This design comes from an exercise in tuning for small area, a short achievable clock period and few clock cycles on the open sky130 flow, not from production work. Only simulation tests tie the RTL to the original design; equivalence was not proved. Power is estimated from default activity; no workload was simulated.

## job 7452
// multi_64_33_9_10_16_3
module multi_64_33_9_10_16_3(clk, reset, s_data_in_x, s_valid_x, s_ready_x, m_data_out_y, m_valid_y, m_ready_y);
For scale: roughly 14000 cells after synthesis, about 38 I/O pins.
==> flow/config.mk <==
export PLATFORM = sky130hd
export DESIGN_NAME = multi_64_33_9_10_16_3
export DESIGN_NICKNAME = multi_64_33_9_10_16_3
export VERILOG_FILES = /design/flow/design.v
export SDC_FILE = /design/flow/constraint.sdc
export NUM_CORES = 4
export LEC_CHECK = 0
export CAP_MARGIN = 20
export CORE_MARGIN = 2
export CORE_UTILIZATION = 40
export PLACE_DENSITY = 0.6
export SLEW_MARGIN = 20
==> flow/constraint.sdc <==
create_clock -name core_clock -period 8.0 [get_ports {clk}]
set_input_delay 1.6000 -clock core_clock [delete_from_list [all_inputs] [get_ports {clk}]]
set_output_delay 1.6000 -clock core_clock [all_outputs]
set_load 0.01 [all_outputs]
run.sh (not shown) runs the stock make flow with config.mk's settings and CLKGATE_MAP_FILE= SYNTH_SCRIPT=/design/flow/synth_recipe.tcl, a recipe that flattens the netlist after the stock synthesis.
Testbench counts of job 7452, summed over its fixed seeds: cycles 12,408.
Setup changes, job 7452 to job 3665
# job 7452
export LEC_CHECK = 0
export CAP_MARGIN = 20
export CORE_MARGIN = 2
export CORE_UTILIZATION = 40
export PLACE_DENSITY = 0.6
export SLEW_MARGIN = 20
create_clock -name core_clock -period 8.0 [get_ports {clk}]
# job 3665
export LEC_CHECK = 0
export CAP_MARGIN = 20
export CORE_MARGIN = 2
export CORE_UTILIZATION = 40
export PLACE_DENSITY = 0.6
export SETUP_SLACK_MARGIN = 5
export SLEW_MARGIN = 20
create_clock -name core_clock -period 8.0 [get_ports {clk}]
==> summary.txt <==
- Job 3665 finished end to end and its layout was clean on timing, DRC and antenna.
- Between job 3665 and job 7452, the cell area after layout is lower for job 7452.
- Clock-buffer cell count (lower): job 3665
- Job 3665 -> job 7452: synthesized area per cell delta 0, exact match
- Of job 3665 and job 7452, the lower sequential share of layout area belongs to job 3665.
- | setup slack | job 3665 vs job 7452 | better |
- Compared with job 7452, the router placed more vias in job 3665.
- Sort job 3665 and job 7452 by total routing usage reported by global routing asc -> top: job 7452
--- input diff job 3665..job 8224 ---
# job 3665
export LEC_CHECK = 0
export CAP_MARGIN = 20
export CORE_MARGIN = 2
export CORE_UTILIZATION = 40
export PLACE_DENSITY = 0.6
export SETUP_SLACK_MARGIN = 5
export SLEW_MARGIN = 20
create_clock -name core_clock -period 8.0 [get_ports {clk}]
# job 8224
export LEC_CHECK = 0
export CAP_MARGIN = 20
export CORE_MARGIN = 2
export CORE_UTILIZATION = 55
export CTS_BUF_LIST = sky130_fd_sc_hd__clkbuf_16
export CTS_CLUSTER_DIAMETER = 70
export CTS_CLUSTER_SIZE = 24
export PLACE_DENSITY = 0.7
export SETUP_SLACK_MARGIN = 4.3
export SLEW_MARGIN = 20
create_clock -name core_clock -period 8.0 [get_ports {clk}]
Results
Job 8224 did not stop at any stage, and its layout met the timing, design-rule and antenna checks. Lower hold slack among job 3665 and job 8224: job 3665. For wire length per cell, dividing the value from job 3665 by the value from job 8224 gives 0.918. Final cycle utilization of the critical path was lower in job 3665 than in job 8224. Job 3665 → job 8224: critical path depth decreased 1, static leakage power went down. Compare job 3665 and job 8224 | count of placed standard cells in the final layout, fillers left out lower: job 8224. Diff job 3665 -> job 8224: wire length dropped 2.1%; vertical extent of the die dropped about 15%. Of job 8224 and job 3665, it is job 8224 that has the lower number of fill cells in the layout. Compare job 3665 and job 8224 | tightest slew margin relative to the limit higher: job 8224. Looking at end point of the critical path, the l1_s[2][3] result is from job 3665; the l1_op24[15] one comes from job 8224.
### job 8224 -> job 871
# job 8224
export LEC_CHECK = 0
export CAP_MARGIN = 20
export CORE_MARGIN = 2
export CORE_UTILIZATION = 55
export CTS_BUF_LIST = sky130_fd_sc_hd__clkbuf_16
export CTS_CLUSTER_DIAMETER = 70
export CTS_CLUSTER_SIZE = 24
export PLACE_DENSITY = 0.7
export SETUP_SLACK_MARGIN = 4.3
export SLEW_MARGIN = 20
create_clock -name core_clock -period 8.0 [get_ports {clk}]
# job 871
export LEC_CHECK = 0
export CAP_MARGIN = 20
export CORE_MARGIN = 2
export CORE_UTILIZATION = 40
export PLACE_DENSITY = 0.6
export SETUP_SLACK_MARGIN = 4
export SLEW_MARGIN = 20
create_clock -name core_clock -period 8.0 [get_ports {clk}]
Notes after the runs:
Compared with job 8224, job 871 shows a lower number of vias in the routed layout.
The number of instances resized during post-cts repair of job 871 is lower than that of job 8224.
Final worst setup slack: job 871 < job 8224
Diff job 8224 -> job 871 | final cell area excluding filler cells | increase of 2.5%
[job 871 vs job 8224] wire length of the first global-routing pass: lower in job 871
[compare] base=job 8224 new=job 871: routed wire length shrank by 10000 µm; power share of the sequential group shrank by 3.4 points; share of total power in combinational logic shrank by 3.3 points; area of the multi-input gates shrank by 0.73%.
Job 871 vs job 8224 — portion of the clock cycle consumed by the worst path in the final layout rose 2.4 points.
For the register fraction of the total cell area, job 871 came in 0.92 points lower than job 8224 did.

[re-timing with driven ports]
The results above use ideal ports. As a check the final layouts listed here were re-extracted and re-timed, cells and wires unchanged.
Step 1 assumes that a clkbuf_16 drives the clock port and a buf_2 every other input.
Step 2 adds t to the input delays and takes it off the output delays; t is the mean of the earliest and latest rising clock arrival at the registers after step 1. Input paths then give back, and output paths get back, about the clock's delay inside the block.
a / b / c = ideal ports / drivers / drivers and shift; a / b = the first two.
run	shift t [ns]	setup slack, ns	worst setup path after step 2	worst register clock-pin slew, ns	pins driven straight from the clock port
job 7452	1.028	3.851 / 3.851 / 3.188	input to register	0.07 / 0.07	1
job 3665	1.018	4.761 / 4.714 / 4.165	input to register	0.07 / 0.07	1
job 8224	0.944	4.356 / 4.356 / 3.529	input to register	0.10 / 0.10	1
job 871	1.031	4.165 / 4.165 / 3.328	input to register	0.07 / 0.07	1
After both steps setup and hold are still met in every run listed. The setup slack of job 871, which loses most, moves by 0.000 ns with the drivers and by -0.837 ns with both steps.
